What follows belongs to an exercise in optimizing a design on an open flow for small area, a short achievable clock period and few clock cycles; a production flow would make more cautious choices. The RTL of this run was laid out without a check of its function.

===== flow/flow/run.sh =====
#!/bin/bash
# Standard layout (the standard.sh, the design's constraint.sdc), with
#  - the port buffers made with the smallest plain buffer.
set -euo pipefail
bash standard.sh SETUP_SLACK_MARGIN=7.7 \
  "BUFFER_PORTS_ARGS=-buffer_cell sky130_fd_sc_hd__buf_1" \
  finish > flow_standard.log 2>&1

===== flow/constraint.sdc =====
create_clock -name core_clock -period 11.0 [get_ports {clk}]
set_input_delay 2.2000 -clock core_clock [delete_from_list [all_inputs] [get_ports {clk}]]
set_output_delay 2.2000 -clock core_clock [all_outputs]
set_load 0.01 [all_outputs]

===== flow/standard.sh =====
#!/bin/bash
# synth_recipe.tcl (not shown) runs the flow's synth.tcl, then flattens the netlist and writes it again
# the make line also repeats each setting of config.mk as NAME=value (left out here)
make -C /OpenROAD-flow-scripts/flow DESIGN_CONFIG=/design/flow/config.mk WORK_HOME=/design/flow/orfs CLKGATE_MAP_FILE= SYNTH_SCRIPT=/design/flow/synth_recipe.tcl "${@:-finish}"

===== flow/config.mk =====
export PLATFORM = sky130hd
export DESIGN_NAME = ECE564MyDesign
export DESIGN_NICKNAME = ECE564MyDesign
export VERILOG_FILES = /design/flow/design.v
export SDC_FILE = /design/flow/constraint.sdc
export NUM_CORES = 4
export LEC_CHECK = 0
export ABC_CLOCK_PERIOD_IN_PS = 3500
export CAP_MARGIN = 20
export CORE_MARGIN = 2
export CORE_UTILIZATION = 60
export CTS_BUF_LIST = sky130_fd_sc_hd__clkbuf_8 sky130_fd_sc_hd__clkbuf_16
export CTS_CLUSTER_DIAMETER = 120
export CTS_CLUSTER_SIZE = 24
export SLEW_MARGIN = 20

===== flow/design.v =====
module ECE564MyDesign
	    (
            input  wire               xxx__dut__run            ,
            output reg                dut__xxx__busy           ,
            input  wire               clk                      ,
            input  wire               reset_b                  ,
            output reg  [11:0]        dut__sram__write_address  ,
            output reg  [15:0]        dut__sram__write_data     ,
            output reg                dut__sram__write_enable   ,
            output wire [11:0]        dut__sram__read_address   ,
            input  wire [15:0]        sram__dut__read_data      ,
            output wire [11:0]        dut__gmem__read_address   ,
            input  wire [15:0]        gmem__dut__read_data      ,
            output wire [11:0]        dut__tanhmem__read_address     ,
            input  wire [15:0]        tanhmem__dut__read_data
            );
function [71:0] csa;
	input [35:0] x, y, z;
	begin
		csa = {(x & y) | (x & z) | (y & z), x ^ y ^ z};
	end
endfunction
function [23:0] brec;
	input [15:0] y;
	integer k;
	reg [2:0] d;
	begin
		for (k = 0; k < 8; k = k + 1) begin
			d = (k == 0) ? {y[1:0], 1'b0} : y[2*k-1 +: 3];
			brec[k]      = d[1] ^ d[0];
			brec[8 + k]  = (d == 3'b011) | (d == 3'b100);
			brec[16 + k] = d[2] & ~(d[1] & d[0]);
		end
	end
endfunction
function [71:0] booth8;
	input [15:0] x;
	input [23:0] yr;
	integer k;
	reg [7:0]  ng;
	reg [16:0] mag, pk;
	reg [35:0] r0, r1, r2, r3, r4, r5, r6, r7, r8, rk;
	reg [71:0] a1, a2, a3, b1, b2, c1, e1;
	begin
		ng = yr[23:16];
		for (k = 0; k < 8; k = k + 1) begin
			mag = ({x[15], x} & {17{yr[k]}}) | ({x, 1'b0} & {17{yr[8 + k]}});
			pk = mag ^ {17{ng[k]}};
			rk = {19'd0, ~pk[16], pk[15:0]} << (2*k);
			if (k > 0)
				rk = rk | ({35'd0, ng[k-1]} << (2*k-2));
			case (k)
				0: r0 = rk;  1: r1 = rk;  2: r2 = rk;  3: r3 = rk;
				4: r4 = rk;  5: r5 = rk;  6: r6 = rk;  default: r7 = rk;
			endcase
		end
		r8 = 36'hFAAAB0000 | {21'd0, ng[7], 14'd0};
		a1 = csa(r0, r1, r2);
		a2 = csa(r3, r4, r5);
		a3 = csa(r6, r7, r8);
		b1 = csa(a1[35:0], {a1[70:36], 1'b0}, a2[35:0]);
		b2 = csa({a2[70:36], 1'b0}, a3[35:0], {a3[70:36], 1'b0});
		c1 = csa(b1[35:0], {b1[70:36], 1'b0}, b2[35:0]);
		e1 = csa(c1[35:0], {c1[70:36], 1'b0}, {b2[70:36], 1'b0});
		booth8 = {e1[70:36], 1'b0, e1[35:0]};
	end
endfunction
reg  [12:0] n;
wire [3:0]  p = n[3:0];
wire [8:0]  q = n[12:4];
always @(posedge clk)
	if (!reset_b)
		n <= 13'd0;
	else
		n <= (n + 13'd1) & {13{xxx__dut__run | dut__xxx__busy}};
assign dut__sram__read_address = {3'b000, n[11:8], n[3:0], 1'b0};
assign dut__gmem__read_address = {3'b000, n[7:4],  n[3:0], 1'b0};
reg ph_first, ph_first_hi, ph_cap, ph_tl, ph_tu, ph_ld;
always @(posedge clk) begin
	ph_first <= (p == 4'd2);                
	ph_first_hi <= (p == 4'd2) & (dut__xxx__busy | xxx__dut__run);    
	ph_cap   <= (p == 4'd2) & dut__xxx__busy;    
	ph_tl    <= (p == 4'd4);
	ph_tu    <= (p == 4'd5);
	ph_ld    <= (p == 4'd6);
end
reg [15:0] xr;
reg [23:0] gr;                           
always @(posedge clk) begin
	xr <= sram__dut__read_data;
	gr <= brec(gmem__dut__read_data);
end
reg  [35:0] ms, mc;
reg  [35:0] acc;
always @(posedge clk) begin
	{mc, ms} <= booth8(xr, gr);
	acc <= (acc & {{18{~ph_first_hi}}, {18{~ph_first}}}) + ms + mc;
end
wire        s   = acc[35];
wire [35:0] Ap  = acc ^ {36{s}};
wire        sat = (|Ap[35:32]) | (s & (&Ap[31:0]));
reg         neg, sat_r;
reg  [23:0] F;
reg  [8:0]  taddr;
reg  [15:0] tL;
assign dut__tanhmem__read_address = {2'b00, taddr, 1'b0};
always @(posedge clk) begin
	if (ph_cap) begin
		neg   <= acc[35];
		F     <= Ap[23:0];
	end
	sat_r <= sat;                                        
	taddr <= ph_cap ? (sat ? 9'd255 : {1'b0, Ap[31:24]})   
	                : taddr + {8'd0, ~sat_r};            
	if (ph_tl)
		tL <= tanhmem__dut__read_data;
end
reg  [18:0] Dsh;
reg  [24:0] H;
reg  [2:0]  bd;
wire [24:0] mg0 = bd[1] ? {F, 1'b0} : bd[0] ? {1'b0, F} : 25'd0;
wire [27:0] T   = {{2{H[24]}}, H, bd[2]} + {({2'd0, mg0} ^ {27{bd[2]}}), bd[2]};
wire [17:0] D1  = {2'b00, Dsh[16:1]} + {2'b11, ~tL};           
wire [2:0]  dn  = ph_ld ? {D1[1:0], 1'b1} : Dsh[4:2];        
always @(posedge clk) begin
	if (ph_tu)
		Dsh <= {2'b00, tanhmem__dut__read_data, 1'b0};       
	else if (ph_ld)
		Dsh <= {D1, 1'b1};
	else
		Dsh <= {{2{Dsh[18]}}, Dsh[18:2]};
	if (ph_ld)
		H   <= {{7{D1[17]}}, D1} & {25{neg}};
	else
		H   <= T[27:3];
	bd <= {dn[2] & ~(dn[1] & dn[0]), (dn == 3'b011) | (dn == 3'b100), dn[1] ^ dn[0]};
end
wire [15:0] R = (tL + H[21:6]) ^ {16{neg}};
always @(posedge clk) begin
	if (!reset_b) begin
		dut__xxx__busy          <= 1'b0;
		dut__sram__write_enable <= 1'b0;
	end else begin
		if (xxx__dut__run)
			dut__xxx__busy <= 1'b1;
		else if (q == 9'd257 && p == 4'd2)
			dut__xxx__busy <= 1'b0;
		dut__sram__write_enable <= dut__xxx__busy && p == 4'd1 && q >= 9'd2 && q <= 9'd257;
	end
	dut__sram__write_data    <= R;
	dut__sram__write_address <= {3'b001, q[7:0] - 8'd2, 1'b0};
end
endmodule

==> run summary <==
# TYPE chip_impl_metric gauge
chip_impl_metric{name="num_vias",unit=""} 14000
chip_impl_metric{name="numCtsBuffers",unit=""} 15
chip_impl_metric{name="starting_density_of_the_core",unit=""} 0.604
chip_impl_metric{name="rows",unit=""} 66
chip_impl_metric{name="clkSinkCount",unit=""} 278
chip_impl_info{name="timing.critical_path.max_delay_family",value="compound AO/OA/AOI/OAI gates"} 1
chip_impl_metric{name="worst_pin_slew",unit="ns"} 0.983
chip_impl_info{name="synth_ff_type",value="dfxtp_1"} 1
chip_impl_metric{name="cts_buffer_depth",unit=""} 3
chip_impl_metric{name="postRouteAntennaNets",unit=""} 0
chip_impl_metric{name="die_area",unit="mm²"} 0.0340
chip_impl_metric{name="final_wtd_congestion",unit=""} 0.874
chip_impl_metric{name="largest_net_degree_at_the_start_of_global_routing",unit=""} 51
chip_impl_info{name="worst_r2r_endpoint",value="acc[33]"} 1
chip_impl_info{name="timing.critical_path.from_type",value="register"} 1
chip_impl_metric{name="post-synth-top-area-fraction",unit=""} 0.243
chip_impl_info{name="regToRegStartpoint",value="ph_first"} 1
chip_impl_metric{name="synthesis.yosys.warnings",unit=""} 1
chip_impl_metric{name="via_per_inst",unit=""} 5.67
chip_impl_metric{name="timing.final.crit_share",unit=""} 0.324
chip_impl_metric{name="syn_inst",unit=""} 1992
chip_impl_metric{name="grt_pass1_vias",unit=""} 13800
chip_impl_info{name="timing.critical_path.to_type",value="register"} 1
chip_impl_metric{name="placeableCoreArea",unit="mm²"} 0.0323
chip_impl_metric{name="postSynthRegisterBits",unit=""} 278
chip_impl_metric{name="worstPathMaxFanout",unit=""} 7
chip_impl_metric{name="fin_tns_setup",unit="ns"} 0
chip_impl_info{name="tritoncts",value="done"} 1
chip_impl_metric{name="clk_transition_reported_paths",unit="ns"} 0.09
chip_impl_info{name="crit_slowest_cell",value="fa_1"} 1
chip_impl_metric{name="finish.instance_area",unit="mm²"} 0.0211
chip_impl_info{name="holdCritStartpoint",value="n[4]"} 1
chip_impl_metric{name="max_cap_viol_count",unit=""} 0
chip_impl_metric{name="area.growth.synth_to_final",unit="%"} 8.03
chip_impl_metric{name="post_route_cells_drive_above_1_share",unit=""} 0.0991
chip_impl_metric{name="placement.cell_area",unit="mm²"} 0.0199
chip_impl_info{name="worstHoldPathType",value="reg -> reg"} 1
chip_impl_metric{name="critPathArrivalTime",unit="ns"} 3.99
chip_impl_metric{name="max_stage_delay",unit="ns"} 0.48
chip_impl_info{name="clock_tree.root_cell",value="clkbuf_16"} 1
chip_impl_metric{name="final.setup_skew",unit="ns"} 0.0140
chip_impl_metric{name="fp.dieW",unit="µm"} 184
chip_impl_metric{name="share_of_flip_flops_with_an_asynchronous_set_or_reset_after_synthesis",unit=""} 0
chip_impl_info{name="yosysTopAreaCell",value="dfxtp_1"} 1
chip_impl_metric{name="reg2regPathDepth",unit=""} 13
chip_impl_metric{name="setup_viol",unit=""} 0
chip_impl_metric{name="synth.yosys.seq_area_share",unit=""} 0.306
chip_impl_metric{name="drc_violations",unit=""} 0
chip_impl_metric{name="drt_iter0_markers",unit=""} 726
chip_impl_metric{name="maxSlewHeadroom",unit=""} 0.344
chip_impl_metric{name="hold_buffers",unit=""} 0
chip_impl_metric{name="gr-usage-all-layers",unit=""} 0.272
chip_impl_info{name="post_synth_most_frequent_cells",value="dfxtp_1, xnor2_1, ha_1, inv_1, a22oi_1"} 1
chip_impl_metric{name="number_of_enable_flip_flop_cells_after_synthesis",unit=""} 41
chip_impl_metric{name="clock_tree.htree_level_count",unit=""} 1
chip_impl_info{name="holdPathEnd",value="dut__sram__write_address[1]"} 1
chip_impl_info{name="crit_chain",value="buf_12, nor2b_1, fa_1, ha_4, a211oi_1, o21ai_1, a32oi_4, a221oi_4, o41a_1, a211oi_4, o41ai_4, a21boi_2, xnor2_1"} 1
chip_impl_info{name="netlist_top_cells_area",value="dfxtp_1, fa_1, ha_1, xnor2_1, edfxtp_1"} 1
chip_impl_metric{name="required",unit="ns"} 11.43
chip_impl_metric{name="grt_remaining_overflow",unit=""} 0
chip_impl_metric{name="ioPinCount",unit=""} 117
chip_impl_metric{name="die_h",unit="µm"} 184
chip_impl_metric{name="place.port_buffers",unit=""} 101
chip_impl_metric{name="detailedPlacementHpwl",unit="µm"} 34400
chip_impl_metric{name="clkLatencyLatePin",unit="ns"} 0.50
chip_impl_metric{name="synth.cell_area",unit="mm²"} 0.0195
chip_impl_metric{name="routed_wirelength",unit="µm"} 45800
chip_impl_metric{name="antenna_found_initial",unit=""} 0
chip_impl_metric{name="min_period",unit="ns"} 3.56
chip_impl_info{name="grt_setup_unrepaired",value="true"} 1
chip_impl_metric{name="fmax",unit="GHz"} 0.281
chip_impl_info{name="yosysMostFrequentCell",value="dfxtp_1"} 1
chip_impl_metric{name="avgRoutedWirePerCell",unit="µm"} 18.6
chip_impl_metric{name="finalMaxSlewViolations",unit=""} 0
chip_impl_info{name="status",value="no timing/DRC/antenna violations"} 1
chip_impl_metric{name="drt_first_pass_iters",unit=""} 5
chip_impl_metric{name="timing.final.hold_violations",unit=""} 0
chip_impl_info{name="timing.setup.critical_path_class",value="reg -> reg"} 1
chip_impl_metric{name="netlist-cell-type-count",unit=""} 76
chip_impl_metric{name="whs_path_depth",unit=""} 0
chip_impl_metric{name="ff2ff_setup_slack",unit="ns"} 7.44
chip_impl_metric{name="nets",unit=""} 2355
chip_impl_metric{name="grt_first_pass_wirelength",unit="µm"} 73200
chip_impl_metric{name="worstPathBufferInverterCount",unit=""} 1
chip_impl_metric{name="post_synth.cell_area_avg",unit="µm²"} 9.79
## per-stage QoR
step | cells | hold WS, ns | util | worst slack [ns]
5_1_grt | 2461 | 0.433 | 0.652 | 7.27
2_1_floorplan | 2005 | 0.410 | - | 7.56
6_report | 2462 | 0.427 | 0.652 | 7.44
4_1_cts | 2448 | 0.430 | 0.639 | 7.44
3_5_place_dp | 2413 | 0.461 | 0.616 | 7.00
3_3_place_gp | 2413 | 0.450 | 0.616 | 7.03
## worst max path at each step
stage	startpoint	end	cells past startpoint
global route	ph_first	acc[33]	13
floorplan	ph_first	acc[33]	15
global placement	bd[1]	H[18]	14
finish	ph_first	acc[33]	13
CTS	ph_first	acc[33]	14
detailed placement	bd[1]	H[18]	14
## registers in the layout (all words and copies together) (netlist names), 3 cells and up
signal,flops
mc,28
Dsh,18
acc,36
H,25
tL,16
ms,32
F,24
xr,16
dut__sram__write_data,16
dut__sram__write_address,8
gr,24
taddr,9
bd,3
n,13
## layer usage
layer / share of wire / up-vias / track usage
met1: 0.43 / 6671 / 0.342
met5: 0 / - / 0
li1: - / 6800 / -
met4: 0.037 / 0 / 0.0979
met3: 0.044 / 87 / 0.0255
met2: 0.49 / 401 / 0.486
## logic make-up after synthesis
| group | share of synthesized area |
|---|---|
| compound gates | 0.157 |
| simple gates | 0.0848 |
| buf+inv | 0.0688 |
| xor+xnor | 0.137 |
| fa+ha+maj | 0.231 |
| flops | 0.306 |
| mux | 0.0146 |
| other cells | 0.000385 |
## cell type report
| cell class | instances | area [µm²] |
|---|---|---|
| Antenna cell | 1 | 2.50 |
| Clock buffer | 15 | 375 |
| Clock inverter | 9 | 62.6 |
| Fill cell | 2724 | 11200 |
| Inverter | 180 | 676 |
| Multi-Input combinational cell | 1404 | 12600 |
| Sequential cell | 278 | 6140 |
| Tap cell | 442 | 553 |
| Timing Repair Buffer | 133 | 688 |
## cell usage in the layout, fill, tap and decap left out, types with 27 or more instances in the layout
cell        n
nand2b_1   27
nor2_1     82
inv_1     185
fa_1      112
o21ai_0    52
dfxtp_1   173
a21oi_1    65
nor2b_1    42
a21o_1     36
ha_1      167
nand2_1    78
xnor2_1   182
dfxtp_2    30
edfxtp_1   41
dfxtp_4    34
buf_1      91
xor2_1    123
a22oi_1   142
## timing repair
item	in CTS	in global routing
pin swaps	6	28
resized for setup	86	91
buffers inserted	10	12
gates cloned	1	1
setup endpoints to repair	76	57

==> what the ideal ports hide <==
The flow's constraints put no driver on any port. The routed layout listed below was extracted and timed again, unchanged, in two steps. Step 1 (the two cells are an assumption about what drives the block):
set clk [get_ports {clk}]
set_driving_cell -lib_cell sky130_fd_sc_hd__clkbuf_16 $clk
set_driving_cell -lib_cell sky130_fd_sc_hd__buf_2 [delete_from_list [all_inputs] $clk]
Step 2 times the ports against the registers' clock, not the clock port: input delays grow and output delays shrink by t, the midpoint of the rising clock arrivals with the driver on. Three values: no drivers, after step 1, after step 2; two values: the first two.
shift t [ns]: 0.548
slack for setup (ns): 7.440 / 7.440 / 7.440
slew at the worst register clock pin (ns): 0.10 / 0.10
After both steps setup and hold are still met in this run. The setup slack of this run moves by 0.000 ns with the drivers and by 0.000 ns with both steps.
